Source: an optimization exercise on an open RTL-to-GDS flow (aim: small area and a short achievable clock period). Production flows keep margins and buffers that such runs may drop.
The RTL was checked by simulation tests, not by an equivalence proof against the original design.
Power is estimated from default activity; no workload was simulated.

run 1:
## Circuit4
module Circuit4(Rst, clk, a, b, c, z, x);
  input clk, Rst;
  input [63:0] a, b, c;
  output reg [31:0] z, x;
  wire [64:0] sb = {1'b0, a} + {1'b0, b};
  wire [64:0] sc = {1'b0, a} + {1'b0, c};
  wire [31:0] f  = a[31:0] - b[31:0];
  wire bltc = b < c;
  wire dEQe = (b == c);
  wire dLTe = (sb[64] ^ sc[64]) ? sb[64] : bltc;
  wire [32:0] g = dLTe ? sb[32:0] : sc[32:0];
  wire [31:0] h = dEQe ? sb[31:0] : f;
  reg [32:0] greg;
  reg [31:0] hreg;
  reg rstd;
  always @(posedge clk) begin
    greg <= g;
    hreg <= h;
    rstd <= Rst;
    if (Rst | rstd) begin
      x <= 32'd0;
      z <= 32'd0;
    end else begin
      x <= dLTe ? {hreg[30:0], 1'b0} : hreg;
      z <= dEQe ? greg[32:1] : greg[31:0];
    end
  end
endmodule
Size in the first run: roughly 2100 cells after synthesis, ~130 flip-flops, about 260 I/O pins, roughly 0.014 mm2 of cells after synthesis.
Settings: LEC_CHECK=0, ABC_AREA=1, CAP_MARGIN=20, CORE_MARGIN=2, CORE_UTILIZATION=40, SLEW_MARGIN=20; clock period 7.0 ns.
standard.sh (not shown) runs the stock make flow with config.mk's settings and CLKGATE_MAP_FILE= SYNTH_SCRIPT=/design/flow/synth_recipe.tcl, a recipe that flattens the netlist after the stock synthesis.
==> flow/flow/run.sh <==
#!/bin/bash
# Standard ORFS layout (the standard.sh, unchanged synthesis), with:
#  - port buffers of sky130_fd_sc_hd__buf_1 instead of the default choice
#    (every input and output port still gets its own buffer);
#  - clock tree synthesis without dummy loads.
# Each tool's full output is in orfs/logs/...; make's own output in make.log.
set -euo pipefail
export BUFFER_PORTS_ARGS="-buffer_cell sky130_fd_sc_hd__buf_1"
export CTS_ARGS="-sink_clustering_enable -repair_clock_nets -dont_use_dummy_load"
bash standard.sh finish > make.log 2>&1
Setup changes, run 1 to run 2
- a deleted ABC_AREA that had been 1
Notes after the runs:
Uppermost metal layer occupied by signal nets: met5 -> run 2, met4 -> run 1. Between run 2 and run 1, it is run 2 whose share of total power in sequential cells is higher, by 4.7 points. sky130_fd_sc_hd__buf_1 as the most common cell after layout, fill and taps aside was reported by run 2, and sky130_fd_sc_hd__nand2_1 by run 1. Higher clock network fraction of total power among run 2 and run 1: run 1. | utilization | run 1 vs run 2 | ≈ equal |. The flow did not stop early for run 2: all stages ran, and the layout cleared the timing, design-rule and antenna checks. Relative to run 1, post-layout net count has decreased by 667 in run 2. Dominant combinational cell family by area after synthesis = adder cells: run 2; dominant combinational cell family by area after synthesis = simple AND/OR/NAND/NOR gates: run 1. The via count of run 2 is lower than that of run 1. When the final numbers for run 2 and run 1 were put side by side, the number of standard cells after synthesis turned out to be greater in run 1.
diff inputs: run 2 => run 3
- SETUP_SLACK_MARGIN newly set to 3.0
Notes after the runs:
- No stage failed in run 3, and the final checks on the layout all came back clean.
- Taking run 2 as the reference point, the non-clock buffer count of run 3 rises by 85.
- Between run 2 and run 3, switching fraction of total power increased.
- Per the comparison of run 3 with run 2, clock power share lost 2.7 points, worst setup slack picked up an extra 780 ps.
- Utilization, run 3 and run 2, higher one = run 3.
- Run 3 against run 2: critical path depth now larger, number of antenna violations at the first check in global routing now larger, total half-perimeter wirelength after legalization and detailed placement now smaller.


Another version of the RTL of Circuit4 (not shown whole).
Size in the first run: ~1900 cells after synthesis, roughly 260 I/O pins.
export LEC_CHECK = 0
export CAP_MARGIN = 0
export CORE_MARGIN = 2
export CORE_UTILIZATION = 40
export SETUP_SLACK_MARGIN = 3.7
export SLEW_MARGIN = 0
export TNS_END_PERCENT = 0
create_clock -name core_clock -period 7.0 [get_ports {clk}]
==> flow/flow/run.sh <==
#!/bin/bash
# The standard ORFS layout (standard.sh), with:
#  - synthesis by flow/synth.tcl: the standard script with abc run on
#    flow/abc.script and no full/half-adder extraction;
#  - port buffers of sky130_fd_sc_hd__buf_1 (every input and output port
#    still gets its own buffer);
#  - clock tree synthesis without dummy loads.
# Each tool's full output is in orfs/logs/...; make's own output in make.log.
set -euo pipefail
here=$(pwd)
export MY_ABC_SCRIPT=$here/flow/abc.script
export MY_ABC_D=3000
export BUFFER_PORTS_ARGS="-buffer_cell sky130_fd_sc_hd__buf_1"
export CTS_ARGS="-sink_clustering_enable -repair_clock_nets -dont_use_dummy_load -sink_clustering_size 30 -sink_clustering_max_diameter 120 -buf_list {sky130_fd_sc_hd__clkbuf_4 sky130_fd_sc_hd__clkbuf_8}"
bash standard.sh SYNTH_SCRIPT=$here/flow/synth.tcl finish > make.log 2>&1
==> flow/flow/abc.script <==
strash
balance
rewrite
refactor
balance
rewrite -z
refactor -z
balance
dch -f
map -B 0.9
topo
stime -c
buffer -c
upsize -c
dnsize -c
==> flow/flow/synth.tcl <==
# The standard synthesis script (synth_recipe.tcl), with two changes made
# by overriding Yosys commands before ORFS's synth.tcl runs:
#  - abc uses the mapping script flow/abc.script (the ORFS call and its
#    liberty, dont_use and constraint arguments are otherwise unchanged);
#  - extract_fa is skipped, so adders stay as plain gates for abc to map.
# Registers, their names and cell types are the same as the standard flow's.
proc synth {args} { yosys synth -nofsm -noshare {*}$args }
proc abc {args} {
  set i [lsearch -exact $args -script]
  lset args [expr {$i + 1}] $::env(MY_ABC_SCRIPT)
  set j [lsearch -exact $args -D]
  if { $j >= 0 } {
    lset args [expr {$j + 1}] $::env(MY_ABC_D)
  } else {
    lappend args -D $::env(MY_ABC_D)
  }
  yosys abc {*}$args
}
proc extract_fa {args} { puts "extract_fa skipped" }
source $::env(SCRIPTS_DIR)/synth.tcl
# left out here: clear keep_hierarchy, flatten, clean up, hide names made inside functions, write 1_2_yosys.v
Rerun with:
==> flow/flow/abc.script (replaced) <==
strash
balance
rewrite
refactor
balance
rewrite -z
refactor -z
balance
dch -f
map -D 1000
topo
buffer -c
stime -c
upsize -c -D 1000
dnsize -c -D 1000
CAP_MARGIN = 20   (was 0)
CORE_UTILIZATION = 50   (was 40)
SLEW_MARGIN = 20   (was 0)
After rerunning: The changed run passed the timing, design-rule and antenna checks; non-clock buffer count grows by 24; worst hold slack gets worse by 17 ps; area after synthesis shrinks by 4.2%; cell area grows by 0.85%.
Rerun with:
CORE_UTILIZATION = 40   (was 50)
GPL_TIMING_DRIVEN = 0   (was unset)
The new run finished clean.
Hold slack is better by 5.8 ps.
Cell area came out higher by 2.8%.
Total power rises by about 0.32%.


Circuit4 again, from the RTL that the note above started with.
## Circuit4
module Circuit4(Rst, clk, a, b, c, z, x);
  parameter KLT = 0;    
  parameter KSUM = 0;   
  input clk, Rst;
  input [63:0] a, b, c;
  output reg [31:0] z, x;
  wire [63:0] gab = a & b, pab = a ^ b;
  wire [63:0] gac = a & c, pac = a ^ c;
  wire [63:0] gbc = ~b & c, pbc = ~(b ^ c);    
  wire [31:0] gf = a[31:0] & ~b[31:0];         
  wire [31:0] pf = ~pab[31:0];
  wire [32:0] cab, cac;
  wire [31:0] cf;
  Prefix #(.W(33), .KIND(KSUM)) u_ab (.P(pab[32:0]), .G(gab[32:0]), .CO(cab));
  Prefix #(.W(33), .KIND(KSUM)) u_ac (.P(pac[32:0]), .G(gac[32:0]), .CO(cac));
  Prefix #(.W(32), .KIND(KSUM)) u_f (.P(pf), .G({gf[31:1], gf[0] | pf[0]}), .CO(cf));
  wire [63:0] lab, lac, lbc;
  Prefix #(.W(64), .KIND(KLT)) l_ab (.P(a | b), .G(gab), .CO(lab));
  Prefix #(.W(64), .KIND(KLT)) l_ac (.P(a | c), .G(gac), .CO(lac));
  Prefix #(.W(64), .KIND(KLT)) l_bc (.P(~b | c), .G(gbc), .CO(lbc));
  wire [32:0] d = pab[32:0] ^ {cab[31:0], 1'b0};
  wire [32:0] e = pac[32:0] ^ {cac[31:0], 1'b0};
  wire dEQe = &pbc;
  wire dLTe = lab[63] ^ lac[63] ^ lbc[63];
  wire [32:0] g = dLTe ? d : e;
  wire [31:0] h = pab[31:0] ^ (dEQe ? {cab[30:0], 1'b0} : ~{cf[30:0], 1'b1});
  reg [32:0] greg;
  reg [31:0] hreg;
  reg rstd;
  wire run = ~(Rst | rstd);
  wire xsh = run & dLTe, xkeep = run & ~dLTe;
  wire zsh = run & dEQe, zkeep = run & ~dEQe;
  always @(posedge clk) begin
    greg <= g;
    hreg <= h;
    rstd <= Rst;
    x <= ({32{xsh}} & {hreg[30:0], 1'b0}) | ({32{xkeep}} & hreg);
    z <= ({32{zsh}} & greg[32:1]) | ({32{zkeep}} & greg[31:0]);
  end
endmodule
clock: 7.0 ns
lec_check: 0
cap_margin: 20
core_margin: 2
core_utilization: 40
setup_slack_margin: 3.85
slew_margin: 20
tns_end_percent: 0
==> flow/flow/abc.script <==
strash
balance
rewrite
refactor
balance
rewrite -z
refactor -z
balance
dch -f
map -B 0.9
topo
stime -c
buffer -c
upsize -c
dnsize -c
Scripts as last shown in full above: flow/flow/run.sh, flow/flow/synth.tcl
Edit:
==> flow/flow/abc.script (replaced) <==
strash
balance
rewrite
refactor
balance
rewrite -z
refactor -z
balance
dch -f
map -D 1000
topo
buffer -c
stime -c
upsize -c -D 1000
dnsize -c -D 1000
Result:
- global-route usage climbs by 2.5 points
- worst setup slack is worse by 0.24 ns
- via count is lower by a few percent
- total power came out lower by a little under a tenth
- register-to-register slack improved by 0.18 ns
- cell count went down by roughly a tenth
- sequential cell count stays the same
- routed wire length is higher slightly
- maximum frequency went down by a little under a tenth
- clock skew goes up by 0.0079 ns
- sequential share of layout area went up by 0.42 points


Setup of build 27:
Starting RTL as in the previous note.
==> flow/config.mk <==
export PLATFORM = sky130hd
export DESIGN_NAME = Circuit4
export DESIGN_NICKNAME = Circuit4
export VERILOG_FILES = /design/flow/design.v
export SDC_FILE = /design/flow/constraint.sdc
export NUM_CORES = 4
export LEC_CHECK = 0
export CAP_MARGIN = 20
export CORE_MARGIN = 2
export CORE_UTILIZATION = 40
export SETUP_SLACK_MARGIN = 3.7
export SLEW_MARGIN = 20
export TNS_END_PERCENT = 0
==> flow/constraint.sdc <==
create_clock -name core_clock -period 7.0 [get_ports {clk}]
set_input_delay 1.4000 -clock core_clock [delete_from_list [all_inputs] [get_ports {clk}]]
set_output_delay 1.4000 -clock core_clock [all_outputs]
set_load 0.01 [all_outputs]
==> flow/flow/abc.script <==
strash
balance
rewrite
refactor
balance
rewrite -z
refactor -z
balance
dch -f
map -B 0.9
topo
stime -c
buffer -c
upsize -c
dnsize -c
Scripts as last shown in full above: flow/flow/run.sh, flow/flow/synth.tcl
--- input diff build 27..build 61 ---
==> flow/flow/abc.script <==
&get -n
&st
&dch
&nf
&put
buffer -c
topo
stime -c
upsize -c -D 1000
dnsize -c -D 1000
==> comparison <==
In the metrics for build 61 and build 27, the one carrying the lower final worst-path setup slack is build 61. Changes observed in build 61 relative to build 27: die span in y shows a reduction of about 5%; number of standard cells in the layout, taps in and fillers out shows a reduction of 26%. Effective utilization at floorplan essentially unchanged between build 61 and build 27. Final area of build 61 exceeds that of build 27 slightly. Critical path depth in cells: build 61 vs build 27 down 2.
> inputs changed (build 61 -> build 11)
--- a/flow/flow/run.sh
+++ b/flow/flow/run.sh
@@ -5,5 +5,5 @@
 #  - port buffers of sky130_fd_sc_hd__buf_1 (every input and output port
 #    still gets its own buffer);
-#  - clock tree synthesis without dummy loads.
+#  - clock tree synthesis without dummy loads, from clkbuf_4/clkbuf_8 cells.
 # Each tool's full output is in orfs/logs/...; make's own output in make.log.
 set -euo pipefail
==> flow/flow/abc.script <==
strash
balance
rewrite
refactor
balance
rewrite -z
refactor -z
balance
dch -f
map -B 0.9
topo
stime -c
buffer -c
upsize -c
dnsize -c
- Summary of build 11 over build 61: via count higher; total stage count of the critical path higher; per-instance average area after synthesis lower.
- Row clock transition at the registers of the reported paths: build 11 higher / build 61 lower
- Build 61 -> build 11: power of the combinational group decreased by more than 10%
- Against build 61, power density normalized to cell area in build 11 fell by a few percent.
- Diff build 61 -> build 11: relative area of clock buffers and inverters in the final design grew by 0.88 points; synthesized area grew by 11%.
- Against build 61, wire length in build 11 rose by a little under 10%.
- When build 11 is set beside build 61, its clock-buffer cell count turns out to be 8 larger.
Here is what was changed in the inputs of build 87 compared with build 11.
# build 11
export LEC_CHECK = 0
export CAP_MARGIN = 20
export CORE_MARGIN = 2
export CORE_UTILIZATION = 40
export SETUP_SLACK_MARGIN = 3.7
export SLEW_MARGIN = 20
export TNS_END_PERCENT = 0
create_clock -name core_clock -period 7.0 [get_ports {clk}]
# build 87
export LEC_CHECK = 0
export CAP_MARGIN = 20
export CORE_MARGIN = 2
export CORE_UTILIZATION = 40
export SETUP_SLACK_MARGIN = 3.55
export SLEW_MARGIN = 20
export TNS_END_PERCENT = 0
create_clock -name core_clock -period 7.0 [get_ports {clk}]
==> results.txt <==
- Build 11 → build 87: critical path depth went up, proportion of layout cells with a drive suffix above 1 saw a decrease, design area now sits lower, number of antenna-violating nets in the routed design was more or less identical.
Edits applied to the flow inputs when going from build 87 to build 36:
# build 87
export LEC_CHECK = 0
export CAP_MARGIN = 20
export CORE_MARGIN = 2
export CORE_UTILIZATION = 40
export SETUP_SLACK_MARGIN = 3.55
export SLEW_MARGIN = 20
export TNS_END_PERCENT = 0
create_clock -name core_clock -period 7.0 [get_ports {clk}]
# build 36
export LEC_CHECK = 0
export CAP_MARGIN = 20
export CORE_MARGIN = 2
export CORE_UTILIZATION = 40
export SETUP_SLACK_MARGIN = 4.0
export SLEW_MARGIN = 20
export TNS_END_PERCENT = 0
create_clock -name core_clock -period 7.0 [get_ports {clk}]
--- a/flow/flow/run.sh
+++ b/flow/flow/run.sh
@@ -5,5 +5,5 @@
 #  - port buffers of sky130_fd_sc_hd__buf_1 (every input and output port
 #    still gets its own buffer);
-#  - clock tree synthesis without dummy loads, from clkbuf_4/clkbuf_8 cells.
+#  - clock tree synthesis without dummy loads.
 # Each tool's full output is in orfs/logs/...; make's own output in make.log.
 set -euo pipefail
==> flow/flow/abc.script <==
strash
balance
rewrite
refactor
balance
rewrite -z
refactor -z
balance
dch -f
map -D 1000
topo
buffer -c
stime -c
upsize -c -D 1000
dnsize -c -D 1000
Results
Number of fill cells in the layout (build 36 vs. build 87) decreases by a little under 10%. Placed wire-length estimate after detailed placement, build 36 and build 87: smaller value in build 87. Post-layout minimum cycle time in build 36 vs build 87: down 130 ps.
What build 8 does differently from build 36 at the input level:
# build 36
export LEC_CHECK = 0
export CAP_MARGIN = 20
export CORE_MARGIN = 2
export CORE_UTILIZATION = 40
export SETUP_SLACK_MARGIN = 4.0
export SLEW_MARGIN = 20
export TNS_END_PERCENT = 0
create_clock -name core_clock -period 7.0 [get_ports {clk}]
# build 8
export LEC_CHECK = 0
export CAP_MARGIN = 20
export CORE_MARGIN = 2
export CORE_UTILIZATION = 40
export SETUP_SLACK_MARGIN = 3.7
export SLEW_MARGIN = 20
export TNS_END_PERCENT = 0
create_clock -name core_clock -period 7.0 [get_ports {clk}]
Notes after the runs:
Build 8: PASS, flow complete, no timing, DRC or antenna violations. Between build 36 and build 8, number of cells on the critical path increased. Compared with build 36, build 8 shows part of the power in combinational logic lower by 1.5 points. Cells: build 8 has fewer instances than build 36. Design area: build 8 better than build 36. Buffer share of cell area delta for build 8 relative to build 36: 1.0 points lower. Build 36 was routed with more vias than build 8. Initial antenna violation count in build 8 is 2 below build 36. Going from build 36 to build 8, synthesized cell count roughly the same; worst setup slack went down. Summary — data required time of the critical path, build 8 relative to build 36: higher, by 80 ps. Top routing layer in use: met5 -> build 36, met4 -> build 8.

[separate check: timing with driven ports]
How much do the figures lean on ideal ports? The routed layouts below were timed once more, with nothing changed but the port constraints.
Step 1 assumes that a clkbuf_16 drives the clock port and a buf_2 every other input.
Step 2 times the ports against the registers' clock, not the clock port: input delays grow and output delays shrink by t, the midpoint of the rising clock arrivals with the driver on.
Slacks: ideal / step 1 / step 2; pairs: ideal / step 1.
run | t, ns | setup WS [ns] | hold slack, ns | clock arrival spread, ns | worst register clock-pin slew, ns
run 1 | 0.480 | 2.533 / 2.551 / 2.071 | 0.453 / 0.453 / 0.453 | 0.016 / 0.016 | 0.05 / 0.05
run 2 | 0.442 | 1.749 / 1.767 / 1.325 | 0.446 / 0.446 / 0.446 | 0.014 / 0.014 | 0.06 / 0.06
run 3 | 0.446 | 2.533 / 2.550 / 2.104 | 0.452 / 0.452 / 0.452 | 0.018 / 0.019 | 0.06 / 0.06
the first run of note 2 | 0.484 | 3.723 / 3.722 / 3.238 | 0.445 / 0.445 / 0.445 | 0.021 / 0.021 | 0.07 / 0.07
the second run of note 2 | 0.443 | 3.640 / 3.651 / 3.208 | 0.428 / 0.428 / 0.428 | 0.037 / 0.037 | 0.08 / 0.08
the third run of note 2 | 0.442 | 3.690 / 3.684 / 3.242 | 0.433 / 0.433 / 0.433 | 0.022 / 0.022 | 0.07 / 0.07
the first run of note 3 | 0.485 | 3.862 / 3.875 / 3.390 | 0.441 / 0.441 / 0.441 | 0.024 / 0.024 | 0.07 / 0.07
the second run of note 3 | 0.441 | 3.624 / 3.613 / 3.173 | 0.445 / 0.445 / 0.445 | 0.028 / 0.029 | 0.08 / 0.08
build 27 | 0.484 | 3.723 / 3.722 / 3.238 | 0.445 / 0.445 / 0.445 | 0.021 / 0.021 | 0.07 / 0.07
build 61 | 0.437 | 3.212 / 3.195 / 2.758 | 0.451 / 0.451 / 0.451 | 0.024 / 0.024 | 0.07 / 0.07
build 11 | 0.484 | 3.723 / 3.722 / 3.238 | 0.445 / 0.445 / 0.445 | 0.021 / 0.021 | 0.07 / 0.07
build 87 | 0.481 | 3.549 / 3.561 / 3.080 | 0.440 / 0.440 / 0.440 | 0.024 / 0.024 | 0.07 / 0.07
build 36 | 0.449 | 3.681 / 3.696 / 3.248 | 0.433 / 0.433 / 0.433 | 0.033 / 0.033 | 0.08 / 0.08
build 8 | 0.441 | 3.669 / 3.668 / 3.227 | 0.438 / 0.438 / 0.438 | 0.036 / 0.036 | 0.08 / 0.08
After both steps setup and hold are still met in every run listed.
